Source: an optimization exercise on an open RTL-to-GDS flow (aim: small area). Production flows keep margins and buffers that such runs may drop. In this exercise RTL edits were held to simulation tests only and were not proved equivalent to the original. Power figures rest on the tool's default switching activity, not on a simulated workload.

$ cat config.mk
export PLATFORM = sky130hd
export DESIGN_NAME = obj_track
export DESIGN_NICKNAME = obj_track
export VERILOG_FILES = /design/flow/design.v
export SDC_FILE = /design/flow/constraint.sdc
export NUM_CORES = 4
export LEC_CHECK = 0
export CAP_MARGIN = 20
export CORE_MARGIN = 2
export CORE_UTILIZATION = 40
export PLACE_DENSITY = 0.6
export SLEW_MARGIN = 20
$ cat constraint.sdc
create_clock -name core_clock -period 8.0 [get_ports {sys_clk}]
set_input_delay 1.6000 -clock core_clock [delete_from_list [all_inputs] [get_ports {sys_clk}]]
set_output_delay 1.6000 -clock core_clock [all_outputs]
set_load 0.01 [all_outputs]
$ cat design.v
module mul_obj_check (
    input  wire         sys_clk,
    input  wire         sys_rst_n,
    input  wire         pre_hs,
    input  wire         pre_vs,
    input  wire         pre_wr_en,
    input  wire         pre_1bit,
    output wire         mul_hs,
    output wire         mul_vs,
    output wire         mul_wr_en,
    output wire [639:0] box,        
    output reg  [3:0]   box_cnt,
    output reg          box_full
);
    reg [2:0] vs_reg, hs_reg, wr_en_reg;
    reg       vs_fall, vs_rise;
    reg       pre_1bit_r;
    reg [9:0] cnt_x, cnt_y;
    reg [15:0] tar_flag;
    reg [3:0]  tar_cnt;
    reg        full;
    wire vs_r    = vs_reg[0];
    wire wr_en_r = wr_en_reg[0];
    always @(posedge sys_clk or negedge sys_rst_n) begin
        if (!sys_rst_n) begin
            vs_reg <= 3'd0;
            hs_reg <= 3'd0;
            wr_en_reg <= 3'd0;
            pre_1bit_r <= 1'b0;
        end else begin
            vs_reg <= {vs_reg[1:0], pre_vs};
            hs_reg <= {hs_reg[1:0], pre_hs};
            wr_en_reg <= {wr_en_reg[1:0], pre_wr_en};
            pre_1bit_r <= pre_1bit;
        end
    end
    assign mul_hs = hs_reg[2];
    assign mul_vs = vs_reg[2];
    assign mul_wr_en = wr_en_reg[2];
    always @(posedge sys_clk or negedge sys_rst_n) begin
        if (!sys_rst_n) begin
            vs_fall <= 1'b0;
            vs_rise <= 1'b0;
        end else if (!pre_vs && vs_r) begin
            vs_fall <= 1'b1;
        end else if (!vs_r && pre_vs) begin
            vs_rise <= 1'b1;
        end else begin
            vs_fall <= 1'b0;
            vs_rise <= 1'b0;
        end
    end
    always @(posedge sys_clk or negedge sys_rst_n) begin
        if (!sys_rst_n) begin
            cnt_x <= 10'd0;
            cnt_y <= 10'd0;
        end else if (pre_wr_en) begin
            if (cnt_x != 10'd799) begin
                cnt_x <= cnt_x + 10'd1;
            end else begin
                cnt_x <= 10'd0;
                cnt_y <= (cnt_y != 10'd599) ? cnt_y + 10'd1 : 10'd0;
            end
        end
    end
    wire field_valid = (cnt_x > 10'd20) && (cnt_x < 10'd780) && (cnt_y > 10'd15) && (cnt_y < 10'd585);
    wire s1 = pre_wr_en && !pre_1bit && field_valid;
    wire s2 = wr_en_r && !pre_1bit_r && field_valid;
    wire tf_all = &tar_flag;
    wire tf_any = |tar_flag;
    wire proc = s2 && tf_any;               
    wire new_slot = !vs_fall && s2 && tf_all;
    wire widen = !vs_fall && s2 && tf_any && !tf_all;
    wire [9:0] x2 = cnt_x - 10'd1;
    wire [9:0] xp = cnt_x + 10'd100;
    wire [9:0] xm = (cnt_x >= 10'd100) ? cnt_x - 10'd100 : 10'd0;
    wire [9:0] yp = cnt_y + 10'd100;
    wire [9:0] ym = (cnt_y >= 10'd100) ? cnt_y - 10'd100 : 10'd0;
    wire [9:0] op_l = proc ? x2 : xp;
    wire [9:0] op_r = proc ? x2 : xm;
    wire [9:0] op_u = proc ? cnt_y : yp;
    wire [9:0] op_d = proc ? cnt_y : ym;
    reg [9:0] xmin [15:0];
    reg [9:0] xmax [15:0];
    reg [9:0] ymin [15:0];
    reg [9:0] ymax [15:0];
    wire [15:0] valid, outside, lt_l, gt_r, lt_u, gt_d;
    genvar i;
    generate for (i = 0; i < 16; i = i + 1) begin : sl
        assign valid[i] = full || (tar_cnt > i);
        assign lt_l[i] = op_l < xmin[i];
        assign gt_r[i] = op_r > xmax[i];
        assign lt_u[i] = op_u < ymin[i];
        assign gt_d[i] = op_d > ymax[i];
        assign outside[i] = lt_l[i] | gt_r[i] | lt_u[i] | gt_d[i];
        wire here = widen && !tar_flag[i];
        wire nw = new_slot && (tar_cnt == i);
        wire e_l = nw || (here && lt_l[i]);
        wire e_r = nw || (here && !lt_l[i] && gt_r[i]);
        wire e_d = nw || (here && !lt_l[i] && !gt_r[i] && gt_d[i]);
        wire e_u = nw || (here && !lt_l[i] && !gt_r[i] && !gt_d[i] && lt_u[i]);
        always @(posedge sys_clk) begin
            if (e_l) xmin[i] <= x2;
            if (e_r) xmax[i] <= x2;
            if (e_d) ymax[i] <= cnt_y;
            if (e_u) ymin[i] <= cnt_y;
        end
        reg [39:0] out;
        always @(posedge sys_clk) begin
            if (vs_rise) out <= {ymax[i], xmax[i], ymin[i], xmin[i]};
        end
        assign box[40*i +: 40] = out;
    end endgenerate
    always @(posedge sys_clk or negedge sys_rst_n) begin
        if (!sys_rst_n) begin
            tar_flag <= 16'd0;
            tar_cnt <= 4'd0;
            full <= 1'b0;
        end else if (vs_fall) begin
            tar_flag <= 16'd0;
            tar_cnt <= 4'd0;
            full <= 1'b0;
        end else begin
            if (s1 && !proc && !tf_all)
                tar_flag <= ~valid | outside;
            else
                tar_flag <= 16'd0;
            if (new_slot) begin
                tar_cnt <= tar_cnt + 4'd1;
                if (tar_cnt == 4'd15) full <= 1'b1;
            end
        end
    end
    always @(posedge sys_clk or negedge sys_rst_n) begin
        if (!sys_rst_n) begin
            box_cnt <= 4'd0;
            box_full <= 1'b0;
        end else if (vs_rise) begin
            box_cnt <= tar_cnt;
            box_full <= full;
        end
    end
endmodule
module boundary_fusion (
    input  wire         sys_clk,
    input  wire         sys_rst_n,
    input  wire         pre_wr_en,
    input  wire         pre_hs,
    input  wire         pre_vs,
    input  wire [639:0] box,
    input  wire [3:0]   box_cnt,
    input  wire         box_full,
    input  wire [15:0]  cam_data,
    output reg  [15:0]  fusion_rgb565,
    output reg          fusion_hs,
    output reg          fusion_vs,
    output reg          fusion_wr_en,
    output wire [7:0]   obj_num
);
    reg [9:0] cnt_x, cnt_y;
    always @(posedge sys_clk or negedge sys_rst_n) begin
        if (!sys_rst_n) begin
            cnt_x <= 10'd0;
            cnt_y <= 10'd0;
        end else if (pre_wr_en) begin
            if (cnt_x != 10'd799) begin
                cnt_x <= cnt_x + 10'd1;
            end else begin
                cnt_x <= 10'd0;
                cnt_y <= (cnt_y != 10'd599) ? cnt_y + 10'd1 : 10'd0;
            end
        end
    end
    wire field_valid = (cnt_x > 10'd20) && (cnt_x < 10'd780) && (cnt_y > 10'd20) && (cnt_y < 10'd585);
    wire [15:0] hit;
    genvar i;
    generate for (i = 0; i < 16; i = i + 1) begin : sl
        wire [9:0] xl = box[40*i +: 10];
        wire [9:0] yu = box[40*i+10 +: 10];
        wire [9:0] xr = box[40*i+20 +: 10];
        wire [9:0] yd = box[40*i+30 +: 10];
        wire valid = box_full || (box_cnt > i);
        assign hit[i] = valid && (cnt_x >= xl) && (cnt_x <= xr) && (cnt_y >= yu) && (cnt_y <= yd)
                        && ((cnt_x == xl) || (cnt_x == xr) || (cnt_y == yu) || (cnt_y == yd));
    end endgenerate
    reg red;
    always @(posedge sys_clk or negedge sys_rst_n) begin
        if (!sys_rst_n) begin
            red <= 1'b0;
            fusion_rgb565 <= 16'd0;
            fusion_hs <= 1'b0;
            fusion_vs <= 1'b0;
            fusion_wr_en <= 1'b0;
        end else begin
            red <= field_valid && (hit != 16'd0);
            fusion_rgb565 <= red ? 16'hF800 : cam_data;
            fusion_hs <= pre_hs;
            fusion_vs <= pre_vs;
            fusion_wr_en <= pre_wr_en;
        end
    end
    reg [4:0] num_r, num;
    reg [1:0] cnt_wait;
    always @(posedge sys_clk or negedge sys_rst_n) begin
        if (!sys_rst_n) begin
            num_r <= 5'd0;
            num <= 5'd0;
            cnt_wait <= 2'd0;
        end else begin
            num_r <= {box_full, box_full ? 4'd0 : box_cnt};
            if (num_r != 5'd0 || cnt_wait == 2'd2) num <= num_r;
            cnt_wait <= (cnt_wait == 2'd2) ? 2'd0 : cnt_wait + 2'd1;
        end
    end
    assign obj_num = {3'd0, num};
endmodule
module obj_track (
    input  wire        sys_clk,
    input  wire        sys_rst_n,
    input  wire        pre_hs,
    input  wire        pre_vs,
    input  wire        pre_wr_en,
    input  wire        pre_1bit,
    input  wire [15:0] cam_data,
    output wire [15:0] fusion_rgb565,
    output wire        fusion_hs,
    output wire        fusion_vs,
    output wire        fusion_wr_en,
    output wire [7:0]  obj_num
);
    wire         mul_hs, mul_vs, mul_wr_en;
    wire [639:0] box;
    wire [3:0]   box_cnt;
    wire         box_full;
    mul_obj_check u_mul_obj_check (
        .sys_clk   (sys_clk),
        .sys_rst_n (sys_rst_n),
        .pre_hs    (pre_hs),
        .pre_vs    (pre_vs),
        .pre_wr_en (pre_wr_en),
        .pre_1bit  (pre_1bit),
        .mul_hs    (mul_hs),
        .mul_vs    (mul_vs),
        .mul_wr_en (mul_wr_en),
        .box       (box),
        .box_cnt   (box_cnt),
        .box_full  (box_full)
    );
    boundary_fusion u_boundary_fusion (
        .sys_clk       (sys_clk),
        .sys_rst_n     (sys_rst_n),
        .pre_wr_en     (mul_wr_en),
        .pre_hs        (mul_hs),
        .pre_vs        (mul_vs),
        .box           (box),
        .box_cnt       (box_cnt),
        .box_full      (box_full),
        .cam_data      (cam_data),
        .fusion_rgb565 (fusion_rgb565),
        .fusion_hs     (fusion_hs),
        .fusion_vs     (fusion_vs),
        .fusion_wr_en  (fusion_wr_en),
        .obj_num       (obj_num)
    );
endmodule
$ cat run.sh
#!/bin/bash
# synth_recipe.tcl (not shown) runs the flow's synth.tcl, then flattens the netlist and writes it again
# the make line also repeats each setting of config.mk as NAME=value (left out here)
make -C /OpenROAD-flow-scripts/flow DESIGN_CONFIG=/design/flow/config.mk WORK_HOME=/design/flow/orfs CLKGATE_MAP_FILE= SYNTH_SCRIPT=/design/flow/synth_recipe.tcl finish
==> out/qor.yml, run 1 <==
worst_setup_path_start_kind: "register"
synthToLayoutAreaGrowth_pct: 14.19
clock.fmax_ghz: 0.1430
cts_resized: 0
largest_register_ffs: 640
timing.reg2reg.setup_slack_ps: 1010
h-tree-depth: 4
synth-warning-count: 6
grt_overflow: 0
cp_data_required_time_ps: 8440
synth-edff-count: 1280
numCtsBuffers: 155
groute.layer.met3.usage: 0.04722
synth.mux.area_fraction: 0.001147
ys_async_sr_fraction: 0.07914
setup_viol: 0
clkLatencyLatePin_ps: 840
worst-endpoint-arrival_ps: 7430
fin_tns_setup_ps: 0
unrepaired_setup_endpoints_after_global_routing: "no"
groute.layer.met2.usage: 0.3945
fillers: 16990
worstMarginPinSlew_ps: 1329
dpl.hpwl_microns: 170200
pwr_dens_nw_per_um2: 229.9
cts.repair_timing.setup_buffer_count: 0
floorplan.io_pins: 49
detail_route.vias_per_cell: 5.560
path_common_cell: "o21ai_0"
netlist_instances: 6376
synth_largest_type_area_fraction: 0.5036
worstSetupStartpoint: "u_mul_obj_check.cnt_y[2]"
cts_hold_buf: 0
hold_violation_count_in_the_final_report: 0
synth_top_family_by_area: "adder cells"
clock_tree_from_tritoncts: "done"
share_of_synthesized_area_occupied_by_flip_flops_and_latches: 0.5396
final_period_minus_worst_setup_slack_ps: 6992
use_met1: 0.3287
syn-cell-area_sq_um: 76330
detail_route.drc_violations: 0
netlist-cell-type-count: 74
nets: 8019
layout_worst_path_cycle_share: 0.8740
finalMaxSlewViolations: 0
worstRegToRegCells: 19
track_usage: 0.2500
post-place-cells: 9080
run_status: "finished clean"
critical_path_peak_fanout: 16
synth_commonest_cells: "edfxtp_1, ha_1, inv_1"
crit_chain: "inv_1 -> ha_1 -> nor2b_1 -> o41a_1 -> o21ai_0 -> and3_1 -> buf_4 -> nand2_1 -> nand2_1 -> buf_4 -> ha_1 -> a21o_1 -> a21o_1 -> a21oi_1 -> o21ai_0 -> o21ai_0 -> nand2b_1 -> a221o_1 -> o31ai_2"
synth_xor_xnor_area_share: 0.005852
die-area_sq_um: 194300
most_common_cell_in_the_synthesized_netlist: "edfxtp_1"
detail_route.first_pass.iterations: 6
maxSlewHeadroom: 0.1092
worst_setup_path_end_kind: "register"
via_count_of_the_first_global_routing_pass: 51780
die_height_microns: 440.8
crit-reg2reg-launch: "u_mul_obj_check.cnt_y[2]"
ir_drop_uv: 235.8
dr.first_iter.drc_count: 5019
cpMaxStageDelayCell: "o31ai_2"
post_synthesis_adder_cell_area_fraction: 0.2080
buffer_ports.inserted: 45
syn-mean-instance-area_sq_um: 11.97
floorplan.initialDensity: 0.4022
die_w_microns: 440.8
compound_gate_portion_of_the_synthesized_area: 0.1037
antenna_violations_before_repair: 21
setup_clock_skew_after_layout_ps: 54.81
p_leak_nw: 42.02
drtAntennaViolNets: 0
synth_area_leaders: "edfxtp_1, ha_1, inv_1, dfrtp_1, a21o_1"
cts_num_sinks: 1390
synth_area_leader_cell: "edfxtp_1"
floorplan.core_area_sq_um: 189800
share_of_synthesized_cell_area_in_and_or_nand_and_nor_gates: 0.07798
fin_cells: 9375
route.vias.total: 52120
cts-root-buf: "clkbuf_16"
regMostFlops: "u_mul_obj_check.sl.out"
yosys_most_used_dff: "edfxtp_1"
yosys_register_bits: 1390
finalWeightedCongestion: 0.9625
maxCapViolCount: 0
grt_max_degree: 152
holdCritPathClass: "reg -> reg"
timing.rr.end: "u_mul_obj_check.xmin[10][8]"
post_drt_wl_per_cell_microns: 25.88
critPathCapture: "u_mul_obj_check.xmin[10][8]"
critical_path.max_stage_delay_ps: 910
drt_wl_total_microns: 242700
grt_busiest_layer: "met2"
clock_pin_slew_on_the_worst_setup_and_hold_paths_ps: 60
grt_first_pass_wirelength_microns: 349500
path_class: "reg -> reg"
floorplan.rows: 160
share_of_post_route_cells_with_drive_strength_above_1: 0.08531
cts.path.max_buffers: 3
==> how the worst min path moves through the flow <==
stage,from,slack [ps],to,depth (start not counted)
after floorplan,u_mul_obj_check.hs_reg[2],330,u_boundary_fusion.fusion_hs,0
after global placement,u_mul_obj_check.vs_reg[2],330,u_boundary_fusion.fusion_vs,0
after detailed placement,u_mul_obj_check.hs_reg[0],340,u_mul_obj_check.hs_reg[1],0
after CTS,u_mul_obj_check.hs_reg[1],350,u_mul_obj_check.hs_reg[2],0
after global routing,u_mul_obj_check.hs_reg[1],350,u_mul_obj_check.hs_reg[2],0
final,u_mul_obj_check.hs_reg[0],360,u_mul_obj_check.hs_reg[1],0
==> report_power, final <==
group          total (mW)  internal [mW]  leakage (nW)  switching (mW)
Combinational        4.23           1.38          27.2            2.84
Clock                7.23           4.13          2.49            3.10
Sequential           8.58           8.35          12.3           0.232
Total                20.0           13.9          42.0            6.18
==> metal layers <==
layer  up-vias  wire length, microns  share of wire
met3       482                 19880          0.082
met4        12                 13120          0.054
met2      2033                109100           0.45
met5         -                    87        0.00036
met1     25680                100500           0.41
li1      23910                     -              -
==> logic make-up (layout without fill, tap and decap cells) <==
kind of cell,count (synthesis),after routing
buffers and inverters,1285,1764
muxes,8,8
other,1,10
adders and majority gates,1269,1269
and+or+nand+nor,1147,1147
xor gates and xnor gates,48,48
DFF,1390,1390
AOI/OAI and AO/OA,1228,1228
==> metrics by stage <==
stage	worst slack, ps	power (mW)	instance area [sq um]	utilization	hold WS [ps]
4_1_cts	1209	20.12	87090	0.4589	347.8
6_report	1008	20.04	87160	0.4593	355.1
2_1_floorplan	619.0	10.93	76340	-	331.2
3_3_place_gp	1163	12.79	81920	0.4317	332.1
3_5_place_dp	1254	12.90	81950	0.4318	342.0
5_1_grt	833.8	20.85	87140	0.4592	352.9
==> cells in the final DEF, fill, tap and decap left out, types with 13 or more instances in the layout <==
master / instances
clkbuf_1: 26
a21boi_0: 20
nand2b_1: 75
a211oi_1: 69
clkbuf_16: 158
buf_4: 190
dfrtp_2: 28
a211o_1: 26
dfrtp_1: 81
nor3_1: 109
and3_1: 15
o21ai_0: 247
a31oi_1: 37
xnor2_2: 14
clkdlybuf4s50_1: 44
bufinv_16: 14
nor2_1: 220
xnor2_1: 19
ha_1: 1269
or3_1: 13
nand3_1: 110
inv_1: 1230
clkinv_2: 31
a2111oi_0: 22
nand4_1: 205
o21a_1: 67
a21oi_1: 319
edfxtp_1: 1280
o211ai_1: 23
nor2b_1: 92
nand2_1: 195
o21bai_1: 15
nor4_1: 18
and4_1: 21
o31ai_2: 23
a21o_1: 215
o31ai_1: 19
or2_2: 22
clkinv_1: 28
==> area by class of cell <==
cell class	instances	area (sq um)	share of cell area
flip-flops and latches	1390	41230	0.4730
multi-input cells	3703	30950	0.3551
inverters	1234	4632	0.05314
clock buffers	186	4079	0.04680
well taps	2511	3142	0.03605
repair buffers	244	2053	0.02356
clock inverters	100	1060	0.01216
diodes	7	17.52	0.0002010
==> worst max-delay path: cells and delay by family (launching register included) <==
kind	cells	cell delay [ps]
simple gates	5	1700
flops	1	490
buf+inv	3	770
fa+ha+maj	2	480
compound gates	9	3130
==> inputs of run 2 (changes only) <==
--- a/design.v
+++ b/design.v
@@ -81,4 +81,14 @@
     wire [9:0] op_u = proc ? cnt_y : yp;
     wire [9:0] op_d = proc ? cnt_y : ym;
+    function automatic lt10(input [9:0] a, input [9:0] b);
+        integer n;
+        reg c;
+        begin
+            c = 1'b0;
+            for (n = 0; n < 10; n = n + 1)
+                c = (~a[n] & b[n]) | (~a[n] & c) | (b[n] & c);
+            lt10 = c;
+        end
+    endfunction
     reg [9:0] xmin [15:0];
     reg [9:0] xmax [15:0];
@@ -89,8 +99,8 @@
     generate for (i = 0; i < 16; i = i + 1) begin : sl
         assign valid[i] = full || (tar_cnt > i);
-        assign lt_l[i] = op_l < xmin[i];
-        assign gt_r[i] = op_r > xmax[i];
-        assign lt_u[i] = op_u < ymin[i];
-        assign gt_d[i] = op_d > ymax[i];
+        assign lt_l[i] = lt10(op_l, xmin[i]);
+        assign gt_r[i] = lt10(xmax[i], op_r);
+        assign lt_u[i] = lt10(op_u, ymin[i]);
+        assign gt_d[i] = lt10(ymax[i], op_d);
         assign outside[i] = lt_l[i] | gt_r[i] | lt_u[i] | gt_d[i];
         wire here = widen && !tar_flag[i];
@@ -173,4 +183,14 @@
     end
     wire field_valid = (cnt_x > 10'd20) && (cnt_x < 10'd780) && (cnt_y > 10'd20) && (cnt_y < 10'd585);
+    function automatic lt10(input [9:0] a, input [9:0] b);
+        integer n;
+        reg c;
+        begin
+            c = 1'b0;
+            for (n = 0; n < 10; n = n + 1)
+                c = (~a[n] & b[n]) | (~a[n] & c) | (b[n] & c);
+            lt10 = c;
+        end
+    endfunction
     wire [15:0] hit;
     genvar i;
@@ -181,6 +201,6 @@
         wire [9:0] yd = box[40*i+30 +: 10];
         wire valid = box_full || (box_cnt > i);
-        assign hit[i] = valid && (cnt_x >= xl) && (cnt_x <= xr) && (cnt_y >= yu) && (cnt_y <= yd)
-                        && ((cnt_x == xl) || (cnt_x == xr) || (cnt_y == yu) || (cnt_y == yd));
+        assign hit[i] = valid && !lt10(cnt_x, xl) && !lt10(xr, cnt_x) && !lt10(cnt_y, yu) && !lt10(yd, cnt_y)
+                        && (!lt10(xl, cnt_x) || !lt10(cnt_x, xr) || !lt10(yu, cnt_y) || !lt10(cnt_y, yd));
     end endgenerate
     reg red;
==> flow/run.sh (new file) <==
#!/bin/bash
# Layout flow: the standard flow (standard.sh), with one change in synthesis:
# the combinational logic is mapped by ABC with an area-oriented script
# (flow/area.abc) instead of ORFS's speed script. Everything else in
# synthesis (register mapping, flatten, renaming) is the standard flow's own script.
set -euo pipefail
W=$(pwd)
# ORFS synth.tcl with only the ABC script path replaced
sed 's#^\(\s*\)log_cmd abc {\*}$abc_args#\1set abc_args [lreplace $abc_args 1 1 '"$W"'/flow/area.abc]\n\1log_cmd abc {*}$abc_args#' \
    "$FLOW_HOME/scripts/synth.tcl" > "$W/synth_area.tcl"
grep -q "flow/area.abc" "$W/synth_area.tcl"
# The standard flow's synthesis script, sourcing the edited synth.tcl
sed "s#source \$::env(SCRIPTS_DIR)/synth.tcl#source $W/synth_area.tcl#" "$W/synth_recipe.tcl" > "$W/synth_flow.tcl"
grep -q "synth_area.tcl" "$W/synth_flow.tcl"
bash "$W/standard.sh" SYNTH_SCRIPT="$W/synth_flow.tcl" finish > "$W/make_finish.log" 2>&1
==> flow/area.abc (new file) <==
strash
&get -n
&fraig -x
&put
dc2
strash
&get -n
&dch -f
&nf -R 1000
&put
strash
dc2
&get -n
&dch -f
&nf -R 1000
&put
==> standard.sh (new file) <==
#!/bin/bash
# synth_recipe.tcl (not shown) runs the flow's synth.tcl, then flattens the netlist and writes it again
# the make line also repeats each setting of config.mk as NAME=value (left out here)
make -C /OpenROAD-flow-scripts/flow DESIGN_CONFIG=/design/flow/config.mk WORK_HOME=/design/flow/orfs CLKGATE_MAP_FILE= SYNTH_SCRIPT=/design/flow/synth_recipe.tcl "${@:-finish}"
--- a/config.mk
+++ b/config.mk
@@ -8,5 +8,6 @@
 export CAP_MARGIN = 20
 export CORE_MARGIN = 2
-export CORE_UTILIZATION = 40
-export PLACE_DENSITY = 0.6
+export CORE_UTILIZATION = 60
+export CTS_BUF_LIST = sky130_fd_sc_hd__clkbuf_4
+export PLACE_DENSITY = 0.7
 export SLEW_MARGIN = 20
removed: run.sh
==> out/qor.yml, run 2 <==
p_leak_nw: 22.80  # was 42.02 nW
netlist_instances: 4789  # was 6,376
timing.critical_path.max_delay_family: "compound AO/OA/AOI/OAI gates"  # unchanged
floorplan.core_area_sq_um: 101600  # was 189,800 sq um
synth_area_leader_cell: "edfxtp_1"  # unchanged
cpMaxStageDelayCell: "o21ai_1"  # was o31ai_2
synth_area_leaders: "edfxtp_1, dfrtp_1, o21ai_0, o22ai_1, a21oi_1"  # was edfxtp_1, ha_1, inv_1, dfrtp_1, a21o_1
post-place-cells: 6382  # was 9,080
buffer_ports.inserted: 45  # unchanged
synthToLayoutAreaGrowth_pct: 13.85  # was 14.19%
holdCritPathClass: "in -> async"  # was reg -> reg
drt_wl_total_microns: 211100  # was 242,700 microns
fin_cells: 7014  # was 9,375
syn-mean-instance-area_sq_um: 12.81  # was 11.97 sq um
critical_path.max_stage_delay_ps: 800  # was 910 ps
cts_resized: 0  # unchanged
maxSlewHeadroom: 0.1855  # was 0.1092
crit_path_buf_inv_count: 4  # was 3
power.sequential.fraction: 0.464  # was 0.428
yosys_most_used_dff: "edfxtp_1"  # unchanged
die_height_microns: 323.7  # was 440.8 microns
unrepaired_setup_endpoints_after_global_routing: "no"  # unchanged
final_cell_mix: "edfxtp_1, clkbuf_4, nand2_1"  # was edfxtp_1, ha_1, inv_1
path_common_cell: "o21ai_0"  # unchanged
fillers: 7489  # was 16,990
floorplan.rows: 117  # was 160
dpl.hpwl_microns: 143400  # was 170,200 microns
cts_hold_buf: 0  # unchanged
finalWeightedCongestion: 1.029  # was 0.9625
layout_worst_path_cycle_share: 0.8327  # was 0.8740
share_of_synthesized_area_occupied_by_flip_flops_and_latches: 0.6717  # was 0.5396
worst-endpoint-arrival_ps: 7470  # was 7430 ps
floorplan.io_pins: 49  # unchanged
fin_tns_setup_ps: 0  # unchanged
clkLatencyLatePin_ps: 1250  # was 840 ps
most_common_cell_in_the_synthesized_netlist: "edfxtp_1"  # unchanged
via_count_of_the_first_global_routing_pass: 47110  # was 51,780
path_class: "reg -> reg"  # unchanged
detail_route.first_pass.iterations: 9  # was 6
worstMarginPinSlew_ps: 1215  # was 1329 ps
regMostFlops: "u_mul_obj_check.sl.out"  # unchanged
floorplan.initialDensity: 0.6036  # was 0.4022
cts-root-buf: "clkbuf_4"  # was clkbuf_16
synth-edff-count: 1280  # unchanged
nets: 5428  # was 8,019
commonest_non_fill_non_tap_cell_in_the_layout: "edfxtp_1"  # unchanged
power.share.combinational: 0.199  # was 0.211
setup_clock_skew_after_layout_ps: 97.25  # was 54.81 ps
clock.fmax_ghz: 0.1501  # was 0.1430 GHz
grt_overflow: 0  # unchanged
grt_max_degree: 185  # was 152
post_drt_wl_per_cell_microns: 30.09  # was 25.88 microns
route.vias.total: 49230  # was 52,120
antenna_violations_before_repair: 5  # was 21
p_int_mw: 12.50  # was 13.87 mW
clock_tree_from_tritoncts: "done"  # unchanged
synth_commonest_cells: "edfxtp_1, o21ai_0, nand2_1"  # was edfxtp_1, ha_1, inv_1
ir_drop_uv: 298.9  # was 235.8 uV
hold_violation_count_in_the_final_report: 0  # unchanged
netlist-cell-type-count: 69  # was 74
largest_register_ffs: 640  # unchanged
yosys_register_bits: 1390  # unchanged
h-tree-depth: 5  # was 4
worst_setup_path_end_kind: "register"  # unchanged
maxCapViolCount: 0  # unchanged
ys_async_sr_fraction: 0.07914  # unchanged
share_of_post_route_cells_with_drive_strength_above_1: 0.1417  # was 0.08531
cp_data_required_time_ps: 8810  # was 8440 ps
numCtsBuffers: 369  # was 155
setup_viol: 0  # unchanged
die_w_microns: 323.7  # was 440.8 microns
dr.first_iter.drc_count: 7126  # was 5,019
pwr_dens_nw_per_um2: 259.7  # was 229.9 nW/um^2
finalMaxSlewViolations: 0  # unchanged
drtAntennaViolNets: 0  # unchanged
synth-warning-count: 6  # unchanged
timing.reg2reg.setup_slack_ps: 1340  # was 1010 ps
final_period_minus_worst_setup_slack_ps: 6662  # was 6992 ps
critical_path_peak_fanout: 18  # was 16
cts.repair_timing.setup_buffer_count: 0  # unchanged
syn-cell-area_sq_um: 61320  # was 76,330 sq um
cts.path.max_buffers: 4  # was 3
clock_pin_slew_on_the_worst_setup_and_hold_paths_ps: 70  # was 60 ps
synth_largest_type_area_fraction: 0.6268  # was 0.5036
p_clk_frac: 0.337  # was 0.361
crit_chain: "clkinv_1 -> ha_1 -> clkinv_1 -> o21ai_0 -> o21ai_0 -> a21boi_0 -> nor3_1 -> nand3b_1 -> a31o_2 -> buf_4 -> nand2_1 -> nor3_1 -> a21oi_4 -> buf_4 -> a22oi_1 -> a21oi_1 -> a221oi_1 -> o21ai_0 -> nand2b_1 -> o21ai_1"  # was inv_1 -> ha_1 -> nor2b_1 -> o41a_1 -> o21ai_0 -> and3_1 -> buf_4 -> nand2_1 -> nand2_1 -> buf_4 -> ha_1 -> a21o_1 -> a21o_1 -> a21oi_1 -> o21ai_0 -> o21ai_0 -> nand2b_1 -> a221o_1 -> o31ai_2
track_usage: 0.4007  # was 0.2500
cts_num_sinks: 1390  # unchanged
worst_setup_path_start_kind: "register"  # unchanged
grt_first_pass_wirelength_microns: 299000  # was 349,500 microns
swShare: 0.3107  # was 0.3081
run_status: "finished clean"  # unchanged
net_switching_power_mw: 5.633  # was 6.176 mW
detail_route.drc_violations: 0  # unchanged
detail_route.vias_per_cell: 7.019  # was 5.560
die-area_sq_um: 104800  # was 194,300 sq um
-- run 2: power groups by stage --
stage,Clock (mW),Sequential (mW),Combinational [mW]
final,6.11,8.42,3.60
after global routing,6.52,8.43,3.76
after CTS,6.15,8.42,3.49
after detailed placement,0,8.57,3.47
after global placement,0,8.57,3.43
after floorplan,0,8.67,1.79
-- run 2: logic make-up after synthesis --
family          count (synthesis)  synth area share
buf+inv                       153          0.009549
compound gates               1886            0.2035
xor+xnor                       43          0.006141
mux                             8          0.001408
simple gates                 1249           0.09720
flops                        1390            0.6717
other cells                     1        0.00006115
fa+ha+maj                      59           0.01049
-- run 2: metrics by stage --
step / hold slack [ps] / setup WS [ps] / total power, mW / util / area, sq um
3_5_place_dp: 336.5 / 1640 / 12.04 / 0.6426 / 65290
6_report: 324.5 / 1338 / 18.13 / 0.6872 / 69820
3_3_place_gp: 344.0 / 1689 / 11.99 / 0.6426 / 65290
4_1_cts: 280.0 / 1533 / 18.05 / 0.6870 / 69790
5_1_grt: 334.3 / 1016 / 18.72 / 0.6871 / 69800
2_1_floorplan: 331.2 / 503.0 / 10.45 / - / 61340
-- run 2: worst reg2reg max path, stage by stage, from the launching register on --
cell and delay (ps):
dfrtp_1 680, clkinv_1 300, ha_1 270, clkinv_1 40, o21ai_0 70, o21ai_0 150, a21boi_0 150, nor3_1 320
nand3b_1 180, a31o_2 400, buf_4 290, nand2_1 180, nor3_1 120, a21oi_4 700, buf_4 380, a22oi_1 90
a21oi_1 230, a221oi_1 90, o21ai_0 600, nand2b_1 230, o21ai_1 800
-- run 2: area by class of cell --
| type | count | area (sq um) | area share |
|---|---|---|---|
| diodes | 8 | 20.02 | 0.0002867 |
| flip-flops and latches | 1390 | 41190 | 0.5900 |
| clock buffers | 541 | 4061 | 0.05817 |
| clock inverters | 83 | 441.7 | 0.006326 |
| repair buffers | 226 | 1986 | 0.02844 |
| well taps | 1368 | 1712 | 0.02452 |
| inverters | 150 | 563.0 | 0.008065 |
| multi-input cells | 3248 | 19840 | 0.2842 |
-- run 2: worst paths after layout --
| check | to | cells past startpoint | startpoint |
|---|---|---|---|
| worst min register to register | u_boundary_fusion.fusion_hs | 0 | u_mul_obj_check.hs_reg[2] |
| worst max-delay path | u_mul_obj_check.ymax[15][2] | 20 | u_mul_obj_check.cnt_y[2] |
| max in group asynchronous | u_mul_obj_check.vs_rise | 2 | sys_rst_n |
| min in group core_clock | u_boundary_fusion.fusion_hs | 0 | u_mul_obj_check.hs_reg[2] |
| worst max register to register | u_mul_obj_check.ymax[15][2] | 20 | u_mul_obj_check.cnt_y[2] |
| worst min-delay path | u_boundary_fusion.fusion_rgb565[12] | 1 | sys_rst_n |
-- run 2: per-layer routing --
layer	global-route usage	share of wire	vias up
met1	0.5303	0.36	23940
li1	-	-	20910
met3	0.09459	0.13	668
met2	0.6205	0.45	3708
met5	0	0.00011	-
met4	0.2114	0.056	4
==> inputs of run 3 (changes only) <==
--- a/config.mk
+++ b/config.mk
@@ -8,6 +8,5 @@
 export CAP_MARGIN = 20
 export CORE_MARGIN = 2
-export CORE_UTILIZATION = 60
-export CTS_BUF_LIST = sky130_fd_sc_hd__clkbuf_4
-export PLACE_DENSITY = 0.7
+export CORE_UTILIZATION = 40
+export PLACE_DENSITY = 0.6
 export SLEW_MARGIN = 20
==> out/qor.yml, run 3 <==
synth_area_leaders: "edfxtp_1, dfrtp_1, o21ai_0, o22ai_1, a21oi_1"  # unchanged
syn-cell-area_sq_um: 61320  # unchanged
route.vias.total: 47770  # was 49,230
critical_path_peak_fanout: 27  # was 18
holdCritPathClass: "reg -> reg"  # was in -> async
synth-warning-count: 6  # unchanged
final_period_minus_worst_setup_slack_ps: 7135  # was 6662 ps
die-area_sq_um: 156500  # was 104,800 sq um
p_clk_frac: 0.371  # was 0.337
yosys_register_bits: 1390  # unchanged
detail_route.first_pass.iterations: 9  # unchanged
track_usage: 0.2839  # was 0.4007
swShare: 0.3000  # was 0.3107
most_common_cell_in_the_synthesized_netlist: "edfxtp_1"  # unchanged
detail_route.vias_per_cell: 6.509  # was 7.019
path_class: "reg -> reg"  # unchanged
cts_hold_buf: 0  # unchanged
synth_commonest_cells: "edfxtp_1, o21ai_0, nand2_1"  # unchanged
netlist-cell-type-count: 69  # unchanged
yosys_most_used_dff: "edfxtp_1"  # unchanged
grt_first_pass_wirelength_microns: 319000  # was 299,000 microns
cp_data_required_time_ps: 8400  # was 8810 ps
dr.first_iter.drc_count: 6931  # was 7,126
drt_wl_total_microns: 227200  # was 211,100 microns
sequential_cell_area_sq_um: 41200  # was 41,190 sq um
timing.reg2reg.setup_slack_ps: 860  # was 1340 ps
ys_async_sr_fraction: 0.07914  # unchanged
cts_num_sinks: 1390  # unchanged
synth-edff-count: 1280  # unchanged
cts.repair_timing.setup_buffer_count: 0  # unchanged
floorplan.initialDensity: 0.4032  # was 0.6036
h-tree-depth: 4  # was 5
clock_tree_from_tritoncts: "done"  # unchanged
netlist_instances: 4789  # unchanged
run_status: "finished clean"  # unchanged
regMostFlops: "u_mul_obj_check.sl.out"  # unchanged
ir_drop_uv: 207.4  # was 298.9 uV
power.sequential.fraction: 0.440  # was 0.464
share_of_post_route_cells_with_drive_strength_above_1: 0.08819  # was 0.1417
nets: 5220  # was 5,428
post_drt_wl_per_cell_microns: 30.96  # was 30.09 microns
cts-root-buf: "clkbuf_16"  # was clkbuf_4
postLayoutCellArea_sq_um: 71120  # was 69,820 sq um
clkLatencyLatePin_ps: 820  # was 1250 ps
net_switching_power_mw: 5.731  # was 5.633 mW
synthToLayoutAreaGrowth_pct: 15.97  # was 13.85%
p_leak_nw: 22.48  # was 22.80 nW
drtAntennaViolNets: 0  # unchanged
floorplan.rows: 143  # was 117
final_cell_mix: "edfxtp_1, nand2_1, a21oi_1"  # was edfxtp_1, clkbuf_4, nand2_1
floorplan.core_area_sq_um: 152100  # was 101,600 sq um
cts.path.max_buffers: 3  # was 4
detail_route.drc_violations: 0  # unchanged
hold-path-cell-count: 0
setup_clock_skew_after_layout_ps: 37.32  # was 97.25 ps
clock_pin_slew_on_the_worst_setup_and_hold_paths_ps: 60  # was 70 ps
multi_input_comb_area_sq_um: 19930  # was 19,840 sq um
dpl_cell_area_sq_um: 66100  # was 65,290 sq um
setup_viol: 0  # unchanged
fin_util: 0.4676  # was 0.6872
maxCapViolCount: 0  # unchanged
worst-endpoint-arrival_ps: 7540  # was 7470 ps
power.share.combinational: 0.188  # was 0.199
cts_resized: 0  # unchanged
fin_tns_setup_ps: 0  # unchanged
fillers: 13400  # was 7,489
dpl.hpwl_microns: 158000  # was 143,400 microns
via_count_of_the_first_global_routing_pass: 45460  # was 47,110
unrepaired_setup_endpoints_after_global_routing: "no"  # unchanged
syn-mean-instance-area_sq_um: 12.81  # unchanged
p_int_mw: 13.37  # was 12.50 mW
grt_max_degree: 162  # was 185
synth_largest_type_area_fraction: 0.6268  # unchanged
pwr_dens_nw_per_um2: 268.6  # was 259.7 nW/um^2
worstMarginPinSlew_ps: 1201  # was 1215 ps
floorplan.io_pins: 49  # unchanged
synth_area_leader_cell: "edfxtp_1"  # unchanged
largest_register_ffs: 640  # unchanged
worst_setup_path_end_kind: "register"  # unchanged
worst_setup_path_start_kind: "register"  # unchanged
antenna_violations_before_repair: 5  # unchanged
grt_overflow: 0  # unchanged
share_of_synthesized_area_occupied_by_flip_flops_and_latches: 0.6717  # unchanged
numCtsBuffers: 154  # was 369
die_height_microns: 395.5  # was 323.7 microns
buffer_ports.inserted: 45  # unchanged
clock.fmax_ghz: 0.1401  # was 0.1501 GHz
hold_violation_count_in_the_final_report: 0  # unchanged
layout_worst_path_cycle_share: 0.8919  # was 0.8327
worstRegToRegCells: 24  # was 20
finalWeightedCongestion: 1.029  # about the same
maxSlewHeadroom: 0.1911  # was 0.1855
die_w_microns: 395.5  # was 323.7 microns
finalMaxSlewViolations: 0  # unchanged
commonest_non_fill_non_tap_cell_in_the_layout: "edfxtp_1"  # unchanged
run 3: worst max-delay path: stages (launching register included):
cell,delay [ps]
dfrtp_1,340
buf_4,390
clkinv_1,260
ha_1,260
clkinv_1,50
o21ai_0,100
o21ai_0,170
a21boi_0,170
nor3_1,300
nand3b_1,210
a31o_2,330
nand2_1,160
nor2_1,100
a21oi_4,600
buf_4,340
o22ai_1,110
a21oi_1,130
a221oi_1,70
o21ai_0,280
a222oi_1,150
o21ai_0,450
clkinv_1,120
nor3_1,560
nand2_1,110
o21ai_1,930
run 3: per-layer routing:
metal / vias up / part of all wire / track usage
li1: 20310 / - / -
met1: 24060 / 0.39 / 0.3820
met4: 6 / 0.054 / 0.1370
met5: - / 0.00018 / 0
met3: 548 / 0.11 / 0.06838
met2: 2849 / 0.44 / 0.4314
run 3: layout make-up:
cell class | instances | share of cell area
diodes | 2 | 0.00007038
multi-input cells | 3248 | 0.2802
flip-flops and latches | 1390 | 0.5793
repair buffers | 233 | 0.02678
clock buffers | 200 | 0.05748
inverters | 150 | 0.007917
clock inverters | 86 | 0.01253
well taps | 2030 | 0.03572
run 3: final timing paths:
path / startpoint / to
setup / recovery: u_mul_obj_check.cnt_y[2] / u_mul_obj_check.ymin[8][1]
hold / removal: u_mul_obj_check.vs_reg[2] / u_boundary_fusion.fusion_vs
setup reg to reg: u_mul_obj_check.cnt_y[2] / u_mul_obj_check.ymin[8][1]
hold reg to reg: u_mul_obj_check.vs_reg[2] / u_boundary_fusion.fusion_vs
max in group asynchronous: sys_rst_n / u_boundary_fusion.cnt_y[5]
min in group asynchronous: sys_rst_n / u_mul_obj_check.vs_reg[2]
run 3: cell families after synthesis:
kind of cell	after synthesis	share of synthesized area
AND/OR/NAND/NOR	1249	0.09720
adder cells (fa/ha/maj)	59	0.01049
buffers and inverters	153	0.009549
other	1	0.00006115
XOR/XNOR	43	0.006141
flip-flops	1390	0.6717
AO/OA/AOI/OAI	1886	0.2035
multiplexers	8	0.001408
run 3: per-stage QoR:
stage                     std cells  worst slack, ps  hold WS, ps  power, mW
after floorplan                4791            503.0        331.2      10.45
after global placement         7050             1266        338.1      12.05
after detailed placement       7051             1285        339.6      12.09
after CTS                      7337             1222        346.4      19.10
after global routing           7337            586.5        357.0      19.69
final                          7339            864.6        349.0      19.10
run 3: power by group through the flow:
stage	clock network (mW)	logic, mW	registers [mW]
after CTS	7.14	3.55	8.41
after global placement	0	3.49	8.56
after detailed placement	0	3.53	8.56
after floorplan	0	1.79	8.67
final	7.10	3.59	8.41
after global routing	7.44	3.82	8.43
==> inputs of run 4 (changes only) <==
--- a/design.v
+++ b/design.v
@@ -9,4 +9,6 @@
     output wire         mul_vs,
     output wire         mul_wr_en,
+    output wire [9:0]   mul_x,      
+    output wire [9:0]   mul_y,
     output wire [639:0] box,        
     output reg  [3:0]   box_cnt,
@@ -27,12 +29,11 @@
             hs_reg <= 3'd0;
             wr_en_reg <= 3'd0;
-            pre_1bit_r <= 1'b0;
         end else begin
             vs_reg <= {vs_reg[1:0], pre_vs};
             hs_reg <= {hs_reg[1:0], pre_hs};
             wr_en_reg <= {wr_en_reg[1:0], pre_wr_en};
-            pre_1bit_r <= pre_1bit;
-        end
-    end
+        end
+    end
+    always @(posedge sys_clk) pre_1bit_r <= pre_1bit;
     assign mul_hs = hs_reg[2];
     assign mul_vs = vs_reg[2];
@@ -64,4 +65,8 @@
         end
     end
+    wire [1:0]  lag = wr_en_reg[0] + wr_en_reg[1] + wr_en_reg[2];
+    wire [10:0] bx = {1'b0, cnt_x} - {9'd0, lag};
+    assign mul_x = bx[10] ? bx[9:0] + 10'd800 : bx[9:0];
+    assign mul_y = !bx[10] ? cnt_y : (cnt_y == 10'd0) ? 10'd599 : cnt_y - 10'd1;
     wire field_valid = (cnt_x > 10'd20) && (cnt_x < 10'd780) && (cnt_y > 10'd15) && (cnt_y < 10'd585);
     wire s1 = pre_wr_en && !pre_1bit && field_valid;
@@ -87,5 +92,5 @@
             c = 1'b0;
             for (n = 0; n < 10; n = n + 1)
-                c = (~a[n] & b[n]) | (~a[n] & c) | (b[n] & c);
+                c = (a[n] ^ b[n]) ? b[n] : c;
             lt10 = c;
         end
@@ -156,4 +161,6 @@
     input  wire         sys_rst_n,
     input  wire         pre_wr_en,
+    input  wire [9:0]   cnt_x,      
+    input  wire [9:0]   cnt_y,
     input  wire         pre_hs,
     input  wire         pre_vs,
@@ -168,27 +175,15 @@
     output wire [7:0]   obj_num
 );
-    reg [9:0] cnt_x, cnt_y;
-    always @(posedge sys_clk or negedge sys_rst_n) begin
-        if (!sys_rst_n) begin
-            cnt_x <= 10'd0;
-            cnt_y <= 10'd0;
-        end else if (pre_wr_en) begin
-            if (cnt_x != 10'd799) begin
-                cnt_x <= cnt_x + 10'd1;
-            end else begin
-                cnt_x <= 10'd0;
-                cnt_y <= (cnt_y != 10'd599) ? cnt_y + 10'd1 : 10'd0;
-            end
-        end
-    end
     wire field_valid = (cnt_x > 10'd20) && (cnt_x < 10'd780) && (cnt_y > 10'd20) && (cnt_y < 10'd585);
-    function automatic lt10(input [9:0] a, input [9:0] b);
+    function automatic [1:0] cmp10(input [9:0] a, input [9:0] b);
         integer n;
-        reg c;
+        reg c, e;
+        reg [9:0] d;
         begin
+            d = a ^ b;
             c = 1'b0;
             for (n = 0; n < 10; n = n + 1)
-                c = (~a[n] & b[n]) | (~a[n] & c) | (b[n] & c);
-            lt10 = c;
+                c = d[n] ? b[n] : c;
+            cmp10 = {c, ~|d};
         end
     endfunction
@@ -201,6 +196,9 @@
         wire [9:0] yd = box[40*i+30 +: 10];
         wire valid = box_full || (box_cnt > i);
-        assign hit[i] = valid && !lt10(cnt_x, xl) && !lt10(xr, cnt_x) && !lt10(cnt_y, yu) && !lt10(yd, cnt_y)
-                        && (!lt10(xl, cnt_x) || !lt10(cnt_x, xr) || !lt10(yu, cnt_y) || !lt10(cnt_y, yd));
+        wire [1:0] cl = cmp10(cnt_x, xl);
+        wire [1:0] cr = cmp10(xr, cnt_x);
+        wire [1:0] cu = cmp10(cnt_y, yu);
+        wire [1:0] cd = cmp10(yd, cnt_y);
+        assign hit[i] = valid && !cl[1] && !cr[1] && !cu[1] && !cd[1] && (cl[0] || cr[0] || cu[0] || cd[0]);
     end endgenerate
     reg red;
@@ -250,4 +248,5 @@
 );
     wire         mul_hs, mul_vs, mul_wr_en;
+    wire [9:0]   mul_x, mul_y;
     wire [639:0] box;
     wire [3:0]   box_cnt;
@@ -263,4 +262,6 @@
         .mul_vs    (mul_vs),
         .mul_wr_en (mul_wr_en),
+        .mul_x     (mul_x),
+        .mul_y     (mul_y),
         .box       (box),
         .box_cnt   (box_cnt),
@@ -271,4 +272,6 @@
         .sys_rst_n     (sys_rst_n),
         .pre_wr_en     (mul_wr_en),
+        .cnt_x         (mul_x),
+        .cnt_y         (mul_y),
         .pre_hs        (mul_hs),
         .pre_vs        (mul_vs),
--- a/config.mk
+++ b/config.mk
@@ -8,5 +8,8 @@
 export CAP_MARGIN = 20
 export CORE_MARGIN = 2
-export CORE_UTILIZATION = 40
-export PLACE_DENSITY = 0.6
+export CORE_UTILIZATION = 60
+export CTS_BUF_LIST = sky130_fd_sc_hd__clkbuf_16
+export CTS_CLUSTER_DIAMETER = 50
+export CTS_CLUSTER_SIZE = 18
+export PLACE_DENSITY = 0.7
 export SLEW_MARGIN = 20
==> out/qor.yml, run 4 <==
run_status: "finished clean"  # unchanged
detail_route.first_pass.iterations: 6  # was 9
dpl.hpwl_microns: 131700  # was 158,000 microns
sequential_cell_area_sq_um: 40700  # was 41,200 sq um
synth_largest_type_area_fraction: 0.6337  # was 0.6268
final_period_minus_worst_setup_slack_ps: 7152  # was 7135 ps
netlist-cell-type-count: 70  # was 69
p_leak_nw: 22.58  # was 22.48 nW
ys_async_sr_fraction: 0.06496  # was 0.07914
detail_route.vias_per_cell: 7.288  # was 6.509
floorplan.rows: 116  # was 143
floorplan.io_pins: 49  # unchanged
buffer_ports.inserted: 45  # unchanged
drt_wl_total_microns: 197800  # was 227,200 microns
finalMaxSlewViolations: 0  # unchanged
worst_setup_path_end_kind: "register"  # unchanged
timing.reg2reg.setup_slack_ps: 850  # was 860 ps
grt_max_degree: 161  # was 162
path_class: "reg -> reg"  # unchanged
pwr_dens_nw_per_um2: 295.6  # was 268.6 nW/um^2
worstMarginPinSlew_ps: 1178  # was 1201 ps
yosys_most_used_dff: "edfxtp_1"  # unchanged
fin_tns_setup_ps: 0  # unchanged
detail_route.drc_violations: 0  # unchanged
hold_violation_count_in_the_final_report: 0  # unchanged
clock.fmax_ghz: 0.1398  # was 0.1401 GHz
cts.repair_timing.setup_buffer_count: 0  # unchanged
swShare: 0.3365  # was 0.3000
ir_drop_uv: 362.5  # was 207.4 uV
maxSlewHeadroom: 0.2065  # was 0.1911
dr.first_iter.drc_count: 7303  # was 6,931
share_of_synthesized_area_occupied_by_flip_flops_and_latches: 0.6708  # was 0.6717
worst-endpoint-arrival_ps: 7800  # was 7540 ps
die-area_sq_um: 103600  # was 156,500 sq um
worstRegToRegCells: 24  # unchanged
post_drt_wl_per_cell_microns: 30.96  # about the same
cp_data_required_time_ps: 8650  # was 8400 ps
cts_hold_buf: 0  # unchanged
critPathCapture: "u_boundary_fusion.red"  # was u_mul_obj_check.ymin[8][1]
antenna_violations_before_repair: 6  # was 5
most_common_cell_in_the_synthesized_netlist: "edfxtp_1"  # unchanged
syn-mean-instance-area_sq_um: 13.21  # was 12.81 sq um
layout_worst_path_cycle_share: 0.8940  # was 0.8919
cts_num_sinks: 1370  # was 1,390
fillers: 6930  # was 13,400
finalWeightedCongestion: 0.9955  # was 1.029
clock_tree_from_tritoncts: "done"  # unchanged
synth_area_leaders: "edfxtp_1, dfrtp_1, o22ai_1, a22oi_1, o21ai_0"  # was edfxtp_1, dfrtp_1, o21ai_0, o22ai_1, a21oi_1
p_int_mw: 13.69  # was 13.37 mW
commonest_non_fill_non_tap_cell_in_the_layout: "edfxtp_1"  # unchanged
synth_area_leader_cell: "edfxtp_1"  # unchanged
die_height_microns: 321.9  # was 395.5 microns
synth_commonest_cells: "edfxtp_1, nand2_1, o21ai_0"  # was edfxtp_1, o21ai_0, nand2_1
final_cell_mix: "edfxtp_1, nand2_1, nor2_1"  # was edfxtp_1, nand2_1, a21oi_1
multi_input_comb_area_sq_um: 20200  # was 19,930 sq um
clkLatencyLatePin_ps: 750  # was 820 ps
grt_first_pass_wirelength_microns: 285200  # was 319,000 microns
regMostFlops: "u_mul_obj_check.sl.out"  # unchanged
floorplan.core_area_sq_um: 100100  # was 152,100 sq um
share_of_post_route_cells_with_drive_strength_above_1: 0.1001  # was 0.08819
synth-edff-count: 1280  # unchanged
setup_clock_skew_after_layout_ps: 22.96  # was 37.32 ps
cts_resized: 0  # unchanged
h-tree-depth: 4  # unchanged
synthToLayoutAreaGrowth_pct: 15.05  # was 15.97%
syn-cell-area_sq_um: 60650  # was 61,320 sq um
floorplan.initialDensity: 0.6056  # was 0.4032
worst_setup_path_start_kind: "register"  # unchanged
synth-warning-count: 6  # unchanged
largest_register_ffs: 640  # unchanged
critical_path_peak_fanout: 23  # was 27
cts.path.max_buffers: 3  # unchanged
track_usage: 0.3810  # was 0.2839
net_switching_power_mw: 6.941  # was 5.731 mW
timing.rr.end: "u_boundary_fusion.red"  # was u_mul_obj_check.ymin[8][1]
die_w_microns: 321.9  # was 395.5 microns
clock_pin_slew_on_the_worst_setup_and_hold_paths_ps: 60  # about the same
power.sequential.fraction: 0.404  # was 0.440
netlist_instances: 4591  # was 4,789
setup_viol: 0  # unchanged
unrepaired_setup_endpoints_after_global_routing: "no"  # unchanged
crit-reg2reg-launch: "u_mul_obj_check.wr_en_reg[2]"  # was u_mul_obj_check.cnt_y[2]
fin_cells: 6389  # was 7,339
grt_overflow: 0  # unchanged
via_count_of_the_first_global_routing_pass: 43880  # was 45,460
worstSetupStartpoint: "u_mul_obj_check.wr_en_reg[2]"  # was u_mul_obj_check.cnt_y[2]
cts-root-buf: "clkbuf_16"  # unchanged
yosys_register_bits: 1370  # was 1,390
p_clk_frac: 0.327  # was 0.371
drtAntennaViolNets: 0  # unchanged
power.share.combinational: 0.269  # was 0.188
nets: 5090  # was 5,220
route.vias.total: 46570  # was 47,770
holdCritPathClass: "reg -> reg"  # unchanged
numCtsBuffers: 136  # was 154
maxCapViolCount: 0  # unchanged
post-place-cells: 6140  # was 7,051
[run 4: cell types whose count changed in the layout (fill, tap and decap cells not counted), moves of 36 or more]
cell | previous run | this run
nor2b_1 | 136 | 43
clkinv_1 | 168 | 70
a21oi_1 | 341 | 274
ha_1 | 21 | 84
nand2b_1 | 157 | 25
a31oi_1 | 78 | 34
a22oi_1 | 228 | 264
clkbuf_1 | 41 | 0
a22o_1 | 71 | 25
[run 4: cell families after synthesis]
| kind of cell | after synthesis | share of synthesized area |
|---|---|---|
| fa+ha+maj | 139 | 0.02690 |
| simple gates | 1111 | 0.08448 |
| flops | 1370 | 0.6708 |
| mux | 9 | 0.001588 |
| compound gates | 1791 | 0.1971 |
| xor+xnor | 102 | 0.01473 |
| other cells | 1 | 0.00006183 |
| buf+inv | 68 | 0.004394 |
[run 4: worst min-delay path by stage]
stage                              startpoint                           to  slack [ps]  cells past startpoint
floorplan           u_mul_obj_check.hs_reg[2]  u_boundary_fusion.fusion_hs         330                      0
global placement    u_mul_obj_check.hs_reg[2]  u_boundary_fusion.fusion_hs         340                      0
detailed placement  u_mul_obj_check.hs_reg[2]  u_boundary_fusion.fusion_hs         340                      0
CTS                 u_mul_obj_check.vs_reg[1]    u_mul_obj_check.vs_reg[2]         360                      0
global route        u_mul_obj_check.hs_reg[0]    u_mul_obj_check.hs_reg[1]         360                      0
finish              u_mul_obj_check.vs_reg[1]    u_mul_obj_check.vs_reg[2]         350                      0
[run 4: layer usage]
metal  vias up  wire length (microns)  GRT usage
met2      3350                  88520     0.5792
met3       530                  24520    0.08029
met4         2                  11270     0.2011
met5         -                     13          0
met1     22760                  73520     0.5207
li1      19920                      -          -
[run 4: cell type report]
class	instances	area share
inverters	65	0.003497
diodes	4	0.0001435
well taps	1298	0.02328
flip-flops and latches	1370	0.5833
repair buffers	253	0.03274
clock inverters	101	0.01630
clock buffers	143	0.05128
multi-input cells	3155	0.2895
[run 4: power by group through the flow]
stage	clock network, mW	logic [mW]	registers, mW
5_1_grt	7.05	5.84	8.34
3_5_place_dp	0	5.35	8.48
2_1_floorplan	0	2.99	8.52
6_report	6.75	5.54	8.33
4_1_cts	6.78	5.39	8.33
3_3_place_gp	0	5.25	8.48
[run 4: worst max-delay path, cell delays in order, from the launching register on]
cell	delay, ps
dfrtp_1	390
ha_1	320
fa_1	580
fa_1	230
fa_4	290
nand2b_1	150
nand2_1	160
nor3_1	790
nand2_1	200
or2_0	340
nor3_1	540
a21oi_1	220
o21ai_4	370
buf_4	420
nor2_1	100
nor3_1	140
nand4_1	120
nor2_1	110
a31oi_1	110
nand3b_1	160
o2111ai_1	300
a311o_1	480
o2111ai_1	220
nor4_1	120
a211oi_1	190
[run 4: through the flow]
stage | util | hold slack (ps) | setup WS (ps) | instance area, sq um | power (mW)
3_5_place_dp | 0.6495 | 338.0 | 941.9 | 65040 | 13.83
5_1_grt | 0.6967 | 364.0 | 491.8 | 69770 | 21.23
4_1_cts | 0.6966 | 358.5 | 909.3 | 69760 | 20.50
3_3_place_gp | 0.6492 | 338.0 | 873.8 | 65010 | 13.73
2_1_floorplan | - | 331.2 | -126.2 | 60680 | 11.51
6_report | 0.6968 | 353.6 | 848.0 | 69780 | 20.63
==> inputs of run 5 (changes only) <==
--- a/config.mk
+++ b/config.mk
@@ -10,6 +10,6 @@
 export CORE_UTILIZATION = 60
 export CTS_BUF_LIST = sky130_fd_sc_hd__clkbuf_16
-export CTS_CLUSTER_DIAMETER = 50
-export CTS_CLUSTER_SIZE = 18
+export CTS_CLUSTER_DIAMETER = 70
+export CTS_CLUSTER_SIZE = 24
 export PLACE_DENSITY = 0.7
 export SLEW_MARGIN = 20
==> out/qor.yml, run 5 <==
crit_path_buf_inv_count: 1  # unchanged
cts_hold_buf: 0  # unchanged
worstMarginPinSlew_ps: 1204  # was 1178 ps
top_signal_layer_used: "met5"  # unchanged
dpl.hpwl_microns: 131700  # unchanged
synth-warning-count: 6  # unchanged
syn-cell-area_sq_um: 60650  # unchanged
endpoint_of_the_worst_hold_timing_path: "u_mul_obj_check.hs_reg[2]"  # was u_mul_obj_check.vs_reg[2]
hold-path-cell-count: 0  # unchanged
clock.fmax_ghz: 0.1396  # was 0.1398 GHz
place_ws_ps: 941.9  # unchanged
synth_area_leader_cell: "edfxtp_1"  # unchanged
netlist_instances: 4591  # unchanged
cp_data_required_time_ps: 8590  # was 8650 ps
finalWeightedCongestion: 0.9955  # unchanged
buffer_ports.inserted: 45  # unchanged
floorplan.rows: 116  # unchanged
timing.rr.end: "u_boundary_fusion.red"  # unchanged
clock_pin_slew_on_the_worst_setup_and_hold_paths_ps: 90  # was 60 ps
synth_area_leaders: "edfxtp_1, dfrtp_1, o22ai_1, a22oi_1, o21ai_0"  # unchanged
grt_first_pass_wirelength_microns: 282100  # was 285,200 microns
worst-endpoint-arrival_ps: 7760  # was 7800 ps
ys_async_sr_fraction: 0.06496  # unchanged
met2_length_microns: 87530  # was 88,520 microns
regMostFlops: "u_mul_obj_check.sl.out"  # unchanged
hold_violation_count_in_the_final_report: 0  # unchanged
floorplan.initialDensity: 0.6056  # unchanged
worstRegToRegCells: 24  # unchanged
die-area_sq_um: 103600  # unchanged
drt_wl_total_microns: 196000  # was 197,800 microns
fin_tns_setup_ps: 0  # unchanged
timing.reg2reg.setup_slack_ps: 840  # was 850 ps
worst_setup_path_end_kind: "register"  # unchanged
p_leak_nw: 21.55  # was 22.58 nW
worst_setup_path_start_kind: "register"  # unchanged
dr.first_iter.drc_count: 7360  # was 7,303
final_cell_mix: "edfxtp_1, nand2_1, nor2_1"  # unchanged
cts.repair_timing.setup_buffer_count: 0  # unchanged
cts-root-buf: "clkbuf_16"  # unchanged
unrepaired_setup_endpoints_after_global_routing: "no"  # unchanged
commonest_non_fill_non_tap_cell_in_the_layout: "edfxtp_1"  # unchanged
report.power.total_mw: 18.31  # was 20.63 mW
floorplan.io_pins: 49  # unchanged
finalHoldWorstSlack_ps: 362.0  # was 353.6 ps
h-tree-depth: 3  # was 4
setup_viol: 0  # unchanged
final_period_minus_worst_setup_slack_ps: 7165  # was 7152 ps
detail_route.drc_violations: 0  # unchanged
nets: 5032  # was 5,090
critical_path.max_stage_delay_ps: 760  # was 790 ps
share_of_synthesized_area_occupied_by_flip_flops_and_latches: 0.6708  # unchanged
track_usage: 0.3762  # was 0.3810
yosys_most_used_dff: "edfxtp_1"  # unchanged
cts.path.max_buffers: 3  # unchanged
post_drt_wl_per_cell_microns: 31.20  # was 30.96 microns
numCtsBuffers: 78  # was 136
cts_num_sinks: 1370  # unchanged
maxSlewHeadroom: 0.1938  # was 0.2065
detail_route.first_pass.iterations: 7  # was 6
crit-reg2reg-launch: "u_mul_obj_check.wr_en_reg[2]"  # unchanged
synthToLayoutAreaGrowth_pct: 11.42  # was 15.05%
most_common_cell_in_the_synthesized_netlist: "edfxtp_1"  # unchanged
fin_util: 0.6748  # was 0.6968
cts_resized: 0  # unchanged
finalMaxSlewViolations: 0  # unchanged
ir_drop_uv: 325.6  # was 362.5 uV
die_w_microns: 321.9  # unchanged
maxCapViolCount: 0  # unchanged
cpMaxStageDelayCell: "nor3_1"  # unchanged
detail_route.vias_per_cell: 7.351  # was 7.288
routedLengthMet1_microns: 73090  # was 73,520 microns
holdCritPathClass: "reg -> reg"  # unchanged
floorplan.core_area_sq_um: 100100  # unchanged
critical_path_peak_fanout: 23  # unchanged
drtAntennaViolNets: 0  # unchanged
grt_max_degree: 161  # unchanged
die_height_microns: 321.9  # unchanged
netlist-cell-type-count: 70  # unchanged
grt_overflow: 0  # unchanged
pwr_dens_nw_per_um2: 271.0  # was 295.6 nW/um^2
synth-edff-count: 1280  # unchanged
wl_met3_microns: 24080  # was 24,520 microns
synth_commonest_cells: "edfxtp_1, nand2_1, o21ai_0"  # unchanged
clkLatencyLatePin_ps: 700  # was 750 ps
share_of_post_route_cells_with_drive_strength_above_1: 0.08032  # was 0.1001
timing.final.ws_setup_ps: 835.3  # was 848.0 ps
path_class: "reg -> reg"  # unchanged
run_status: "finished clean"  # unchanged
syn-mean-instance-area_sq_um: 13.21  # unchanged
yosys_register_bits: 1370  # unchanged
timing.critical_path.max_delay_family: "simple AND/OR/NAND/NOR gates"  # unchanged
largest_register_ffs: 640  # unchanged
layout_worst_path_cycle_share: 0.8956  # was 0.8940
crit_chain: "ha_1 -> fa_1 -> fa_1 -> fa_4 -> nand2b_1 -> nand2_1 -> nor3_1 -> nand2_1 -> or2_0 -> nor3_1 -> a21oi_1 -> o21ai_4 -> buf_4 -> nor2_1 -> nor3_1 -> nand4_1 -> nor2_1 -> a31oi_1 -> nand3b_1 -> o2111ai_1 -> a311o_1 -> o2111ai_1 -> nor4_1 -> a211oi_1"  # unchanged
worst_hold_startpoint: "u_mul_obj_check.hs_reg[1]"  # was u_mul_obj_check.vs_reg[1]
antenna_violations_before_repair: 4  # was 6
path_common_cell: "nor3_1"  # unchanged
setup_clock_skew_after_layout_ps: 35.77  # was 22.96 ps
route.vias.total: 46160  # was 46,570
synth_largest_type_area_fraction: 0.6337  # unchanged
via_count_of_the_first_global_routing_pass: 43240  # was 43,880
clock_tree_from_tritoncts: "done"  # unchanged
==> run 5: final cells by class <==
type / instances / area, sq um
flip-flops and latches: 1370 / 40700
fillers: 7155 / 32570
multi-input cells: 3155 / 20200
repair buffers: 253 / 2285
clock buffers: 81 / 2027
well taps: 1298 / 1624
clock inverters: 56 / 496.7
inverters: 65 / 244.0
diodes: 2 / 5.005
==> run 5: stage by stage <==
| stage | std cells | cell area [sq um] |
|---|---|---|
| global route | 6278 | 67570 |
| CTS | 6277 | 67570 |
| detailed placement | 6140 | 65040 |
| global placement | 6139 | 65010 |
| finish | 6280 | 67580 |
| floorplan | 4593 | 60680 |
==> run 5: worst max-delay path by stage <==
stage / start / end / slack, ps / depth (start not counted)
2_1_floorplan: u_mul_obj_check.wr_en_reg[2] / u_boundary_fusion.red / -130 / 20
3_3_place_gp: u_mul_obj_check.wr_en_reg[2] / u_boundary_fusion.red / 870 / 19
3_5_place_dp: u_mul_obj_check.wr_en_reg[2] / u_boundary_fusion.red / 940 / 23
4_1_cts: u_mul_obj_check.wr_en_reg[2] / u_boundary_fusion.red / 880 / 23
5_1_grt: u_mul_obj_check.cnt_x[1] / u_boundary_fusion.red / 470 / 24
6_report: u_mul_obj_check.wr_en_reg[2] / u_boundary_fusion.red / 840 / 24
==> run 5: kinds of logic (layout without fill, tap and decap cells) <==
family                   Yosys count  count (layout)  share of synthesized area
AO/OA/AOI/OAI                   1791            1791                     0.1971
multiplexers                       9               9                   0.001588
other                              1               5                 0.00006183
XOR/XNOR                         102             102                    0.01473
adder cells (fa/ha/maj)          139             139                    0.02690
flip-flops                      1370            1370                     0.6708
buffers and inverters             68             455                   0.004394
AND/OR/NAND/NOR                 1111            1111                    0.08448
==> run 5: metal layers <==
layer / GRT usage / up-vias
met5: 0 / -
met4: 0.1875 / 6
met3: 0.07124 / 485
met2: 0.5757 / 3240
met1: 0.5208 / 22710
li1: - / 19730
==> run 5: where the power goes <==
group | switching (mW) | internal, mW
Sequential | 0.155 | 8.17
Clock | 2.46 | 1.99
Combinational | 3.87 | 1.66
==> run 5: worst register-to-register path, stage by stage (launching register included) <==
cell and delay [ps]:
dfrtp_1 410, ha_1 330, fa_1 590, fa_1 240, fa_4 290, nand2b_1 140, nand2_1 150, nor3_1 760
nand2_1 210, or2_0 350, nor3_1 550, a21oi_1 220, o21ai_4 370, buf_4 450, nor2_1 100, nor3_1 160
nand4_1 120, nor2_1 100, a31oi_1 110, nand3b_1 170, o2111ai_1 270, a311o_1 470, o2111ai_1 210, nor4_1 120
a211oi_1 190

[static timing again, ports no longer ideal]
The flow's constraints put no driver on any port. The routed layouts listed below were extracted and timed again, unchanged, in two steps.
Step 1: set_driving_cell puts a clkbuf_16 on sys_clk and a buf_2 on each other input, an assumption about the parent block.
Step 2, shift: input delay + t, output delay - t, t = (earliest + latest rising clock arrival at the registers) / 2. This alone moves slack from input paths to output paths.
Slacks: ideal ports / drivers / drivers and shift; pairs: ideal ports / drivers.
run	t (ns)	setup slack, ns	hold slack, ns	clock arrival spread, ns	worst register clock-pin slew, ns
run 1	0.896	1.008 / 1.008 / 1.008	0.355 / 0.355 / 0.355	0.059 / 0.060	0.07 / 0.07
run 2	1.280	1.338 / 1.338 / 1.338	0.325 / 0.294 / 0.356	0.109 / 0.109	0.09 / 0.09
run 3	0.876	0.865 / 0.865 / 0.865	0.349 / 0.349 / 0.349	0.039 / 0.038	0.07 / 0.07
run 4	0.818	0.848 / 0.848 / 0.848	0.354 / 0.354 / 0.354	0.025 / 0.026	0.07 / 0.07
run 5	0.757	0.835 / 0.835 / 0.835	0.362 / 0.362 / 0.362	0.038 / 0.038	0.10 / 0.10
After both steps every run listed still meets setup and hold.
